This design comes from an exercise in tuning for small area on the open sky130 flow, not from production work. Function was checked by simulation only, so behaviour that the tests miss may differ from the original. Power is estimated from default activity; no workload was simulated.

==> juniper <==
==> flow/design.v <==
`timescale 1ns / 1ps
module top_uart (
    input wire clk,
    input wire reset,
    input wire rx,  
    output wire tx,  
    output wire rx_done_tick,  
    output wire tx_done_tick,  
    output wire fifo_full,  
    output wire fifo_empty  
);
    reg [4:0] bc;
    wire tick = (bc == 5'd27);
    always @(posedge clk or posedge reset)
        if (reset) bc <= 5'd0;
        else bc <= tick ? 5'd1 : bc + 5'd1;
    reg [7:0] rc;
    reg [7:0] rb;
    wire r_data = rc[7];
    wire r_ctrl = ~rc[7] & ~rc[6] & rc[4];
    assign rx_done_tick = r_ctrl & ~rc[0];
    always @(posedge clk or posedge reset)
        if (reset) rc <= 8'h11;
        else if (r_ctrl) rc <= rx ? 8'h11 : 8'h78;
        else if (tick) rc <= rc + 8'd1;
    always @(posedge clk)
        if (tick & r_data & (rc[3:0] == 4'hF)) rb <= {rx, rb[7:1]};
    reg [7:0] tc;
    reg [7:0] tb;
    wire t_ctrl = tc[7] & tc[5];
    wire t_start = (tc[7:4] == 4'h0);
    wire pop = t_ctrl & tc[1] & tc[0];
    assign tx_done_tick = t_ctrl & ~tc[1] & ~tc[0];
    assign tx = t_start ? 1'b0 : (tc[7] & (tc[5] | tc[4])) ? 1'b1 : tb[tc[6:4]];
    wire t_inc = t_ctrl ? (tc[1] | ~tc[0] | ~fifo_empty) : tick;
    always @(posedge clk or posedge reset)
        if (reset) tc <= 8'hA1;
        else if (pop) tc <= 8'h00;
        else if (t_inc) tc <= tc + 8'd1;
    reg [3:0] wp, rp;      
    reg last_wr;           
    reg pend;              
    reg [7:0] ring [0:15];
    wire eq = (wp == rp);
    assign fifo_empty = eq & ~last_wr;
    assign fifo_full = eq & last_wr;
    wire wr = rx_done_tick & ~fifo_full;
    wire wr_now = pend & (wp == 4'd1) & ~(fifo_full & t_start);
    wire [7:0] ring_in = wr_now ? rb : ring[0];
    always @(posedge clk or posedge reset)
        if (reset) begin
            wp <= 4'd0;
            rp <= 4'd0;
            last_wr <= 1'b0;
            pend <= 1'b0;
        end else begin
            wp <= wp - {3'd0, ~wr};
            rp <= rp - {3'd0, ~pop};
            if (wr != pop) last_wr <= wr;
            pend <= wr | (pend & ~wr_now);
        end
    integer i;
    always @(posedge clk) begin
        for (i = 0; i < 15; i = i + 1) ring[i] <= ring[i + 1];
        ring[15] <= ring_in;
    end
    always @(posedge clk)
        if (t_start & (rp == 4'd1)) tb <= {ring_in[6:0], ring_in[7]};
endmodule
==> flow/flow/run.sh <==
#!/bin/bash
# The standard layout (standard.sh: ORFS from synthesis to the final layout) with:
#  - synthesis: the standard flow's script (flow/synth_own.tcl), but ABC maps the logic once with each
#    script in flow/abc/ and keeps the smallest mapping, and Yosys does not map adders to
#    half/full-adder cells first (ADDER_MAP_FILE empty), which leaves that logic to ABC too;
#  - port buffers: sky130_fd_sc_hd__buf_1 on every input and output;
#  - clock tree: clkbuf_8 buffers and no dummy loads.
# make's full output goes to make_finish.log; each ORFS step keeps its own log under orfs/logs.
set -euo pipefail
W=$(pwd)
OWN_ABC_SCRIPTS=""
for f in "$W"/flow/abc/*.script; do OWN_ABC_SCRIPTS="$OWN_ABC_SCRIPTS $f"; done
export OWN_ABC_SCRIPTS
bash standard.sh \
  "SYNTH_SCRIPT=$W/flow/synth_own.tcl" \
  "ADDER_MAP_FILE=" \
  "BUFFER_PORTS_ARGS=-buffer_cell sky130_fd_sc_hd__buf_1" \
  "CTS_ARGS=-sink_clustering_enable -repair_clock_nets -buf_list sky130_fd_sc_hd__clkbuf_8 -dont_use_dummy_load" \
  finish > make_finish.log 2>&1
==> flow/flow/abc/a12.script <==
strash
dc2
dc2
dch -f
amap
topo
==> flow/flow/abc/a13.script <==
strash
ifraig
dc2
dch -f
amap
topo
==> flow/flow/abc/a14.script <==
&get -n
&st
&syn2
&synch2
&put
dch -f
amap
topo
==> flow/flow/abc/a16.script <==
strash
dc2
dch -f
amap
strash
dch -f
amap
topo
==> flow/flow/abc/a2.script <==
&get -n
&st
&dch
&nf
&st
&syn2
&if -g -K 6
&synch2
&nf
&st
&syn2
&if -g -K 6
&synch2
&nf
&st
&syn2
&if -g -K 6
&synch2
&nf
&st
&syn2
&if -g -K 6
&synch2
&nf
&st
&syn2
&if -g -K 6
&synch2
&nf
&st
&dch -f
&nf -a
&put
==> flow/flow/abc/a8.script <==
&get -n
&st
&dch -f
&nf -a -R 1000
&st
&syn3
&dch -f
&nf -a -R 1000
&put
==> flow/flow/abc/a9.script <==
strash
dc2
dch -f
amap
topo
==> flow/flow/synth_own.tcl <==
# The standard synthesis script (synth_recipe.tcl), with one change: the logic is mapped by
# ABC once with each of the scripts in OWN_ABC_SCRIPTS, and the mapping with the smallest cell
# area is kept (ORFS's own script maps it once with abc_speed.script).
proc synth {args} { yosys synth -nofsm -noshare {*}$args }
proc my_own_area {} {
  set f $::env(RESULTS_DIR)/own_abc_stat.txt
  yosys tee -q -o $f stat -liberty [lindex $::env(LIB_FILES) 0]
  set fh [open $f r]; set t [read $fh]; close $fh
  if { ![regexp {Chip area for module[^:]*:\s*([0-9.]+)} $t -> a] } { error "no area in stat output" }
  return $a
}
proc abc {args} {
  set i [lsearch -exact $args -script]
  if { $i < 0 } { yosys abc {*}$args; return }
  yosys design -save own_pre_abc
  set best ""
  set best_area 0
  foreach sc $::env(OWN_ABC_SCRIPTS) {
    yosys design -load own_pre_abc
    lset args [expr {$i + 1}] $sc
    if { [catch { yosys abc {*}$args } msg] } {
      puts "OWN_ABC: $sc failed: $msg"
      continue
    }
    set a [my_own_area]
    puts "OWN_ABC: $sc area $a"
    if { $best eq "" || $a < $best_area } { set best $sc; set best_area $a }
  }
  puts "OWN_ABC: keeping $best (area $best_area)"
  yosys design -load own_pre_abc
  lset args [expr {$i + 1}] $best
  yosys abc {*}$args
}
source $::env(SCRIPTS_DIR)/synth.tcl
# left out here: clear keep_hierarchy, flatten, clean up, hide names made inside functions, write 1_2_yosys.v
==> flow/standard.sh <==
#!/bin/bash
# synth_recipe.tcl (not shown) runs the flow's synth.tcl, then flattens the netlist and writes it again
# the make line also repeats each setting of config.mk as NAME=value (left out here)
make -C /OpenROAD-flow-scripts/flow DESIGN_CONFIG=/design/flow/config.mk WORK_HOME=/design/flow/orfs CLKGATE_MAP_FILE= SYNTH_SCRIPT=/design/flow/synth_recipe.tcl "${@:-finish}"
==> flow/config.mk <==
export PLATFORM = sky130hd
export DESIGN_NAME = top_uart
export DESIGN_NICKNAME = top_uart
export VERILOG_FILES = /design/flow/design.v
export SDC_FILE = /design/flow/constraint.sdc
export NUM_CORES = 4
export LEC_CHECK = 0
export CAP_MARGIN = 20
export CORE_MARGIN = 2
export CORE_UTILIZATION = 40
export SLEW_MARGIN = 20
==> flow/constraint.sdc <==
create_clock -name core_clock -period 10.0 [get_ports {clk}]
set_input_delay 2.0000 -clock core_clock [delete_from_list [all_inputs] [get_ports {clk}]]
set_output_delay 2.0000 -clock core_clock [all_outputs]
set_load 0.01 [all_outputs]
==> tundra: changes against juniper <==
==> flow/design.v, changed modules only <==
module top_uart (
    input wire clk,
    input wire reset,
    input wire rx,  
    output wire tx,  
    output wire rx_done_tick,  
    output wire tx_done_tick,  
    output wire fifo_full,  
    output wire fifo_empty  
);
    reg [4:0] bc;
    wire tick = (bc == 5'd27);
    always @(posedge clk or posedge reset)
        if (reset) bc <= 5'd0;
        else bc <= tick ? 5'd1 : bc + 5'd1;
    reg [7:0] rc;
    reg [7:0] rb;
    wire r_data = rc[7];
    wire r_ctrl = ~rc[7] & ~rc[6] & rc[4];
    assign rx_done_tick = r_ctrl & ~rc[0];
    always @(posedge clk or posedge reset)
        if (reset) rc <= 8'h11;
        else if (r_ctrl) rc <= rx ? 8'h11 : 8'h78;
        else if (tick) rc <= rc + 8'd1;
    always @(posedge clk)
        if (tick & r_data & (rc[3:0] == 4'hF)) rb <= {rx, rb[7:1]};
    reg [7:0] tc;
    reg [7:0] tb;
    wire t_ctrl = ~tc[7] & ~tc[6] & tc[4];
    wire t_start = ~tc[7] & tc[6];
    wire pop = t_ctrl & tc[1] & tc[0];
    assign tx_done_tick = t_ctrl & ~tc[1] & ~tc[0];
    assign tx = tc[7] ? tb[tc[6:4]] : ~tc[6];
    always @(posedge clk or posedge reset)
        if (reset) tc <= 8'h11;
        else if (t_ctrl) begin
            case (tc[1:0])
                2'd0: tc <= 8'h11;
                2'd1: if (!fifo_empty) tc <= 8'h12;
                2'd2: tc <= 8'h13;
                2'd3: tc <= 8'h70;
            endcase
        end else if (tick) tc <= tc + 8'd1;
    reg [4:0] wp, rp;      
    reg pend;              
    reg [7:0] ring [0:15];
    wire [4:0] diff = wp - rp;
    assign fifo_empty = (wp == rp);
    assign fifo_full = diff[4];
    wire wr = rx_done_tick & ~fifo_full;
    wire wr_now = pend & (wp[3:0] == 4'd1) & ~(fifo_full & t_start);
    wire [7:0] ring_in = wr_now ? rb : ring[0];
    always @(posedge clk or posedge reset)
        if (reset) begin
            wp <= 5'd0;
            rp <= 5'd0;
            pend <= 1'b0;
        end else begin
            wp <= wp - {4'd0, ~wr};
            rp <= rp - {4'd0, ~pop};
            pend <= wr | (pend & ~wr_now);
        end
    integer i;
    always @(posedge clk) begin
        for (i = 0; i < 15; i = i + 1) ring[i] <= ring[i + 1];
        ring[15] <= ring_in;
    end
    always @(posedge clk)
        if (t_start & (rp[3:0] == 4'd1)) tb <= ring_in;
endmodule
==> flow/run.sh (new file) <==
#!/bin/bash
# synth_recipe.tcl (not shown) runs the flow's synth.tcl, then flattens the netlist and writes it again
# the make line also repeats each setting of config.mk as NAME=value (left out here)
make -C /OpenROAD-flow-scripts/flow DESIGN_CONFIG=/design/flow/config.mk WORK_HOME=/design/flow/orfs CLKGATE_MAP_FILE= SYNTH_SCRIPT=/design/flow/synth_recipe.tcl finish
--- a/flow/config.mk
+++ b/flow/config.mk
@@ -10,2 +10,5 @@
 export CORE_UTILIZATION = 40
+export CTS_BUF_LIST = sky130_fd_sc_hd__clkbuf_8
+export CTS_CLUSTER_DIAMETER = 200
+export CTS_CLUSTER_SIZE = 40
 export SLEW_MARGIN = 20
removed: flow/flow/run.sh
removed: flow/flow/abc/a12.script
removed: flow/flow/abc/a13.script
removed: flow/flow/abc/a14.script
removed: flow/flow/abc/a16.script
removed: flow/flow/abc/a2.script
removed: flow/flow/abc/a8.script
removed: flow/flow/abc/a9.script
removed: flow/flow/synth_own.tcl
removed: flow/standard.sh
==> cedar: changes against juniper <==
==> flow/design.v, changed modules only <==
module top_uart (
    input wire clk,
    input wire reset,
    input wire rx,  
    output wire tx,  
    output wire rx_done_tick,  
    output wire tx_done_tick,  
    output wire fifo_full,  
    output wire fifo_empty  
);
    reg [4:0] bc;
    wire tick = (bc == 5'd27);
    always @(posedge clk or posedge reset)
        if (reset) bc <= 5'd0;
        else bc <= tick ? 5'd1 : bc + 5'd1;
    reg [7:0] rc;
    reg [7:0] rb;
    wire r_data = rc[7];
    wire r_ctrl = ~rc[7] & ~rc[6] & rc[4];
    assign rx_done_tick = r_ctrl & ~rc[0];
    always @(posedge clk or posedge reset)
        if (reset) rc <= 8'h11;
        else if (r_ctrl) rc <= rx ? 8'h11 : 8'h78;
        else if (tick) rc <= rc + 8'd1;
    always @(posedge clk)
        if (tick & r_data & (rc[3:0] == 4'hF)) rb <= {rx, rb[7:1]};
    reg [7:0] tc;
    reg [7:0] tb;
    wire t_ctrl = ~tc[7] & ~tc[6] & tc[4];
    wire t_start = ~tc[7] & tc[6];
    wire pop = t_ctrl & tc[1] & tc[0];
    assign tx_done_tick = t_ctrl & ~tc[1] & ~tc[0];
    assign tx = tc[7] ? tb[tc[6:4]] : ~tc[6];
    always @(posedge clk or posedge reset)
        if (reset) tc <= 8'h11;
        else if (t_ctrl) begin
            case (tc[1:0])
                2'd0: tc <= 8'h11;
                2'd1: if (!fifo_empty) tc <= 8'h12;
                2'd2: tc <= 8'h13;
                2'd3: tc <= 8'h70;
            endcase
        end else if (tick) tc <= tc + 8'd1;
    reg [4:0] wp, rp;      
    reg pend;              
    reg [7:0] ring [0:15];
    wire [4:0] diff = wp - rp;
    assign fifo_empty = (wp == rp);
    assign fifo_full = diff[4];
    wire wr = rx_done_tick & ~fifo_full;
    wire wr_now = pend & (wp[3:0] == 4'd1) & ~(fifo_full & t_start);
    wire [7:0] ring_in = wr_now ? rb : ring[0];
    always @(posedge clk or posedge reset)
        if (reset) begin
            wp <= 5'd0;
            rp <= 5'd0;
            pend <= 1'b0;
        end else begin
            wp <= wp - {4'd0, ~wr};
            rp <= rp - {4'd0, ~pop};
            pend <= wr | (pend & ~wr_now);
        end
    integer i;
    always @(posedge clk) begin
        for (i = 0; i < 15; i = i + 1) ring[i] <= ring[i + 1];
        ring[15] <= ring_in;
    end
    always @(posedge clk)
        if (t_start & (rp[3:0] == 4'd1)) tb <= ring_in;
endmodule
==> flow/flow/run.sh (replaced) <==
#!/bin/bash
# Standard ORFS layout, with smaller port buffers and a clock tree without dummy loads.
set -euo pipefail
bash standard.sh \
  "BUFFER_PORTS_ARGS=-buffer_cell sky130_fd_sc_hd__buf_1" \
  "CTS_ARGS=-sink_clustering_enable -repair_clock_nets -buf_list sky130_fd_sc_hd__clkbuf_8 -dont_use_dummy_load -sink_clustering_size 30 -sink_clustering_max_diameter 150 -sink_buffer_max_cap_derate 1.0" \
  finish > make_finish.log 2>&1
removed: flow/flow/abc/a12.script
removed: flow/flow/abc/a13.script
removed: flow/flow/abc/a14.script
removed: flow/flow/abc/a16.script
removed: flow/flow/abc/a2.script
removed: flow/flow/abc/a8.script
removed: flow/flow/abc/a9.script
removed: flow/flow/synth_own.tcl
==> qor summary <==
| quantity | cedar | tundra | juniper |
|---|---|---|---|
| Global-route total usage across every layer | 10.9% | 10.9% | 10.5% |
| RR Startpoint | wp[2] | wp[2] | rp[3] |
| Path length in cells of the critical path | 6 | 6 | 5 |
| Last element of the critical path | fifo_full | fifo_full | rx_done_tick |
| Post-route cell area | 5370 um2 | 5620 um2 | 5010 um2 |
| Die area | 13200 um2 | 13200 um2 | 12200 um2 |
| Standard-cell rows | 40 | 40 | 38 |
| Place WS | 6.46 ns | 6.10 ns | 6.13 ns |
| Number of global-route vias before repair | 2308 | 2212 | 2134 |
| Hold endpoint | ring[6][3] | ring[5][3] | ring[7][2] |
| Global-route track usage on met3 | 5.22% | 5.38% | 4.50% |
| Crit. Startpoint | wp[2] | wp[2] | rc[4] |
| Status | no timing/DRC/antenna violations | no timing/DRC/antenna violations | no timing/DRC/antenna violations |
| Fraction of power consumed by combinational cells | 0.3% | 0.3% | 0.4% |
| Final hold slack | 0.313 ns | 0.325 ns | 0.314 ns |

## port drivers added, routing unchanged
The results above use ideal ports. As a check the final layouts listed here were re-extracted and re-timed, cells and wires unchanged. Step 1 sets driving cells, clkbuf_16 on the clock port and buf_2 on the other inputs (assumed; they add their load-dependent delay and slew). Step 2 adds t to the input delays and takes it off the output delays; t is the mean of the earliest and latest rising clock arrival at the registers after step 1. Input paths then give back, and output paths get back, about the clock's delay inside the block. Slacks: no drivers / after step 1 / after step 2; pairs: no drivers / after step 1.
| run | t, ns | slack for setup (ns) | hold WS [ns] | worst data-port slew with drivers (ns) | pins driven straight from the clock port |
|---|---|---|---|---|---|
| juniper | 0.445 | 5.717 / 5.685 / 6.130 | 0.314 / 0.314 / 0.314 | 0.03 | 1 |
| tundra | 0.466 | 5.634 / 5.604 / 6.070 | 0.325 / 0.325 / 0.325 | 0.03 | 1 |
| cedar | 0.447 | 6.029 / 5.998 / 6.445 | 0.313 / 0.313 / 0.313 | 0.03 | 1 |
After both steps setup and hold are still met in every run listed.
